This design comes from an exercise in tuning for small area on the open sky130 flow, not from production work. Only simulation tests tie the RTL to the original design; equivalence was not proved.

## div
module div(clk, div_a, div_b, div_z);
  input clk;
  input [31:0] div_a;
  input [31:0] div_b;
  output [31:0] div_z;
  wire [0:0] sign_1 = div_a[31] ^ div_b[31];
  wire a_e0 = div_a[30:23] == 8'd0, a_e1 = div_a[30:23] == 8'hff, a_f0 = div_a[22:0] == 23'd0;
  wire b_e0 = div_b[30:23] == 8'd0, b_e1 = div_b[30:23] == 8'hff, b_f0 = div_b[22:0] == 23'd0;
  wire a_nan = a_e1 & ~a_f0, a_inf = a_e1 & a_f0, a_zero = a_e0 & a_f0;
  wire b_nan = b_e1 & ~b_f0, b_inf = b_e1 & b_f0, b_zero = b_e0 & b_f0;
  wire nan_o = a_nan | b_nan | (a_inf & b_inf) | (a_zero & b_zero);
  wire inf_o = ~nan_o & ~b_inf & (a_inf | b_zero);
  wire zero_o = ~nan_o & ~inf_o & (b_inf | a_zero);
  wire [1:0] code_2 = {inf_o | zero_o, nan_o | zero_o};
  wire [4:0] clz_a, clz_b;
  clz24 u_clz_a (.x({~a_e0, div_a[22:0]}), .n(clz_a));
  clz24 u_clz_b (.x({~b_e0, div_b[22:0]}), .n(clz_b));
  wire [23:0] xa = {~a_e0, div_a[22:0]} << clz_a;
  wire [23:0] xb = {~b_e0, div_b[22:0]} << clz_b;
  wire [22:0] x_3 = xa[22:0];
  wire [22:0] d_4 = xb[22:0];
  wire [9:0] e_5 = ({2'b00, div_a[30:24], div_a[23] | a_e0} - {5'd0, clz_a}) - ({2'b00, div_b[30:24], div_b[23] | b_e0} - {5'd0, clz_b});
  reg [0:0] s1_sign;
  always @(posedge clk) s1_sign <= sign_1;
  reg [1:0] s1_code;
  always @(posedge clk) s1_code <= code_2;
  reg [22:0] s1_x;
  always @(posedge clk) s1_x <= x_3;
  reg [22:0] s1_d;
  always @(posedge clk) s1_d <= d_4;
  reg [9:0] s1_e;
  always @(posedge clk) s1_e <= e_5;
  wire [6:0] y_6 = {4'b0001, s1_x[22:20]};
  wire [3:0] qsel_7;   
  qsel4 u_qsel_7 (.y(y_6), .d(s1_d[22:20]), .q(qsel_7));
  wire pos_8 = qsel_7[3] | qsel_7[2];
  wire [26:0] dn_9 = {4'b0001, s1_d};
  ...
Size in the first run: about 6,800 cells after synthesis, ~1,900 flip-flops, about 97 I/O pins, roughly 0.069 mm² of cells after synthesis.
make LEC_CHECK=0 ABC_AREA=1 CAP_MARGIN=20 CORE_MARGIN=2 CORE_UTILIZATION=40 CTS_BUF_LIST=sky130_fd_sc_hd__clkbuf_16 CTS_CLUSTER_DIAMETER=120 CTS_CLUSTER_SIZE=28 SLEW_MARGIN=20 finish   # period 6.5 ns
run.sh (not shown) runs the stock make flow with config.mk's settings and CLKGATE_MAP_FILE= SYNTH_SCRIPT=/design/flow/synth_recipe.tcl, a recipe that flattens the netlist after the stock synthesis.
Edit:
Settings changed: CTS_BUF_LIST sky130_fd_sc_hd__clkbuf_16 to sky130_fd_sc_hd__clkbuf_8, CTS_CLUSTER_DIAMETER 120 to 80, CTS_CLUSTER_SIZE 28 to 18.
What happened:
- The new run produced a clean layout
- core utilization barely changes
- register-to-register slack improved by 30 ps

Another version of the RTL of div (not shown whole).
For scale: ~1,600 flip-flops, about 97 I/O pins, about 63,000 µm² of cells after synthesis.
Settings: LEC_CHECK=0, ABC_AREA=1, CAP_MARGIN=20, CORE_MARGIN=2, CORE_UTILIZATION=40, CTS_BUF_LIST=sky130_fd_sc_hd__clkbuf_4, CTS_CLUSTER_DIAMETER=50, CTS_CLUSTER_SIZE=10, SLEW_MARGIN=20; clock period 6.5 ns.
Next try:
CTS_BUF_LIST = sky130_fd_sc_hd__clkbuf_8   (was sky130_fd_sc_hd__clkbuf_4)
CTS_CLUSTER_DIAMETER = 60   (was 50)
CTS_CLUSTER_SIZE = 22   (was 10)
The new run completed with no timing, DRC or antenna violations.
Cell area barely changes.
Wire length drops by about 0.34%.
Worst setup slack degrades by 0.0087 ns.
Worst hold slack improves by 0.064 ns.
Next try:
CORE_UTILIZATION = 55   (was 40)
CTS_CLUSTER_DIAMETER = 80   (was 60)
CTS_CLUSTER_SIZE = 18   (was 22)
PLACE_DENSITY = 0.7   (was unset)
Synthesized area is unchanged.
Count of clock-buffer cells in the layout went down by 9.
Global-route usage went up by 5.5 points.
Cell area went down by 1.9%.
Routed wire length went down by 2.6%.
Next try:
==> flow/flow/run.sh (new file) <==
#!/bin/bash
# The standard layout (standard.sh, unchanged synthesis and steps), with
# one difference: the port buffers that buffer_ports puts on every input and
# output are sky130_fd_sc_hd__buf_1 instead of the tool's default choice.
# The make output goes to standard.log; each ORFS step keeps its own log
# under orfs/logs.
set -e
export BUFFER_PORTS_ARGS="-buffer_cell sky130_fd_sc_hd__buf_1"
bash standard.sh > standard.log 2>&1
==> flow/standard.sh (new file) <==
#!/bin/bash
# synth_recipe.tcl (not shown) runs the flow's synth.tcl, then flattens the netlist and writes it again
# the make line also repeats each setting of config.mk as NAME=value (left out here)
make -C /OpenROAD-flow-scripts/flow DESIGN_CONFIG=/design/flow/config.mk WORK_HOME=/design/flow/orfs CLKGATE_MAP_FILE= SYNTH_SCRIPT=/design/flow/synth_recipe.tcl "${@:-finish}"
CORE_UTILIZATION = 40   (was 55)
PLACE_DENSITY = unset   (was 0.7)
removed: flow/run.sh
Result: The new run finished clean; core utilization came out lower by 16 points; area after synthesis is unchanged; global-route usage fell by 5.7 points.

old:
Another version of the RTL of div (not shown whole).
Size: about 2300 flip-flops, ~97 I/O pins, ~81000 um2 of cells after synthesis.
export LEC_CHECK = 0
export CAP_MARGIN = 20
export CORE_MARGIN = 2
export CORE_UTILIZATION = 40
export SLEW_MARGIN = 20
create_clock -name core_clock -period 6.5 [get_ports {clk}]
Stock flow here: none of the scripts above is used.
The flow did not stop early for old: all stages ran, and the layout cleared the timing, design-rule and antenna checks.
### old -> new
-- flow/config.mk --
<<< old, line 9
export CORE_MARGIN = 2
export CORE_UTILIZATION = 40
export SLEW_MARGIN = 20
>>> new, line 9
export CORE_MARGIN = 2
export CORE_UTILIZATION = 60
export CTS_BUF_LIST = sky130_fd_sc_hd__clkbuf_2 sky130_fd_sc_hd__clkbuf_4 sky130_fd_sc_hd__clkbuf_8
export SLEW_MARGIN = 20
==> results.txt <==
Summary of new over old: die area lost 33%; worst slack on hold paths shrank by 47 ps. new has worst slew slack as a fraction of its limit above what old had. Looking at fraction of area in multi-input gates, new sits 0.48 points higher than old does. new ends up with a top fanout value on the critical path that is 21 lower than in old.

Setup of oak:
RTL: one of the versions met above, not the one the previous note started from.
For scale: about 6300 cells after synthesis, ~1600 flip-flops, roughly 0.063 mm2 of cells after synthesis.
Design div, start of the top module:
module div(clk, div_a, div_b, div_z);
  input clk;
  input [31:0] div_a;
  input [31:0] div_b;
  output [31:0] div_z;
  wire [0:0] sign_1 = div_a[31] ^ div_b[31];
  wire a_e0 = div_a[30:23] == 8'd0, a_e1 = div_a[30:23] == 8'hff, a_f0 = div_a[22:0] == 23'd0;
  wire b_e0 = div_b[30:23] == 8'd0, b_e1 = div_b[30:23] == 8'hff, b_f0 = div_b[22:0] == 23'd0;
  wire a_nan = a_e1 & ~a_f0, a_inf = a_e1 & a_f0, a_zero = a_e0 & a_f0;
  wire b_nan = b_e1 & ~b_f0, b_inf = b_e1 & b_f0, b_zero = b_e0 & b_f0;
  wire nan_o = a_nan | b_nan | (a_inf & b_inf) | (a_zero & b_zero);
  wire inf_o = ~nan_o & ~b_inf & (a_inf | b_zero);
  wire zero_o = ~nan_o & ~inf_o & (b_inf | a_zero);
  wire [1:0] code = {inf_o | zero_o, nan_o | zero_o};
  wire [4:0] clz_a, clz_b;
  clz24 u_clz_a (.x({~a_e0, div_a[22:0]}), .n(clz_a));
  clz24 u_clz_b (.x({~b_e0, div_b[22:0]}), .n(clz_b));
  wire [23:0] xa = {~a_e0, div_a[22:0]} << clz_a;
  wire [23:0] xb = {~b_e0, div_b[22:0]} << clz_b;
  wire [22:0] x_2 = xa[22:0];
  wire [22:0] d_3 = ~xb[22:0];
  wire [9:0] ediff = ({2'b00, div_a[30:24], div_a[23] | a_e0} - {5'd0, clz_a}) - ({2'b00, div_b[30:24], div_b[23] | b_e0} - {5'd0, clz_b});
  wire [9:0] e_4 = (code == 2'b00) ? ediff : {8'b01111100, code};
  wire [6:0] y_5 = {4'b0001, x_2[22:20]};
  wire [2:0] qsel_6;   
  qsel4 u_qsel_6 (.y(y_5), .d(~d_3[22:20]), .q(qsel_6));
  reg [0:0] s1_sign;
  always @(posedge clk) s1_sign <= sign_1;
  reg [22:0] s1_x;
  always @(posedge clk) s1_x <= x_2;
  reg [22:0] s1_d;
  always @(posedge clk) s1_d <= d_3;
  reg [9:0] s1_e;
  always @(posedge clk) s1_e <= e_4;
  reg [2:0] s1_qs;
  always @(posedge clk) s1_qs <= qsel_6;
  wire pos_7 = s1_qs[2];
  wire [26:0] dn_8 = {4'b0001, ~s1_d};
  ...
clock: 6.5 ns
lec_check: 0
abc_area: 1
cap_margin: 20
core_margin: 2
core_utilization: 40
cts_buf_list: sky130_fd_sc_hd__clkbuf_8
cts_cluster_diameter: 80
cts_cluster_size: 18
slew_margin: 20
oak ran to completion and came out clean on the timing, design-rule and antenna checks.
The following lists how cedar was set up differently from oak:
==> flow/flow/run.sh (new file) <==
#!/bin/bash
set -e
export BUFFER_PORTS_ARGS="-buffer_cell sky130_fd_sc_hd__buf_1"
ls -la > ls_before.log 2>&1
bash standard.sh > standard.log 2>&1
==> flow/standard.sh (new file) <==
#!/bin/bash
# synth_recipe.tcl (not shown) runs the flow's synth.tcl, then flattens the netlist and writes it again
# the make line also repeats each setting of config.mk as NAME=value (left out here)
make -C /OpenROAD-flow-scripts/flow DESIGN_CONFIG=/design/flow/config.mk WORK_HOME=/design/flow/orfs CLKGATE_MAP_FILE= SYNTH_SCRIPT=/design/flow/synth_recipe.tcl "${@:-finish}"
removed: flow/run.sh
==> comparison <==
On number of filler instances in the final layout, cedar tracks oak almost exactly. Of cedar and oak, the run reporting the higher area of placed instances was oak. Fraction of the cycle the final worst path needs ended up 0.61 points lower on cedar than on oak. Re global-route usage over all layers: cedar is 0.30 points down on oak. Maximum frequency: cedar better than oak. Core util | cedar vs oak | cedar lower. Delta (cedar minus oak): hold slack held steady, multi-input logic portion of the cell area +0.27 points.

==> static timing again, ports no longer ideal <==
The flow's constraints put no driver on any port. The routed layouts listed below were extracted and timed again, unchanged, in two steps.
Step 1 assumes that a clkbuf_16 drives the clock port and a buf_2 every other input.
Step 2 moves the port delays by t, midway between the first and last clock arrival at a register: inputs arrive t later, outputs are due t later. That takes back most of the time a late clock gives input paths.
a / b / c = ideal / step 1 / step 2; a / b = the first two.
run | t (ns) | setup slack, ns | worst register clock-pin slew, ns | pins driven straight from the clock port
the first run of note 1 | 0.788 | 0.616 / 0.616 / 0.616 | 0.11 / 0.11 | 1
the second run of note 1 | 0.968 | 0.643 / 0.643 / 0.643 | 0.11 / 0.11 | 1
the first run of note 2 | 1.241 | 0.376 / 0.376 / 0.376 | 0.12 / 0.12 | 1
the second run of note 2 | 0.910 | 0.368 / 0.368 / 0.368 | 0.12 / 0.12 | 1
the third run of note 2 | 0.868 | 0.327 / 0.327 / 0.327 | 0.12 / 0.12 | 1
the fourth run of note 2 | 0.908 | 0.404 / 0.404 / 0.404 | 0.12 / 0.12 | 1
old | 0.895 | 0.495 / 0.495 / 0.495 | 0.07 / 0.07 | 1
new | 1.041 | 0.466 / 0.466 / 0.466 | 0.09 / 0.09 | 1
oak | 0.918 | 0.365 / 0.365 / 0.365 | 0.12 / 0.12 | 1
cedar | 0.908 | 0.404 / 0.404 / 0.404 | 0.12 / 0.12 | 1
After both steps setup and hold are still met in every run listed.
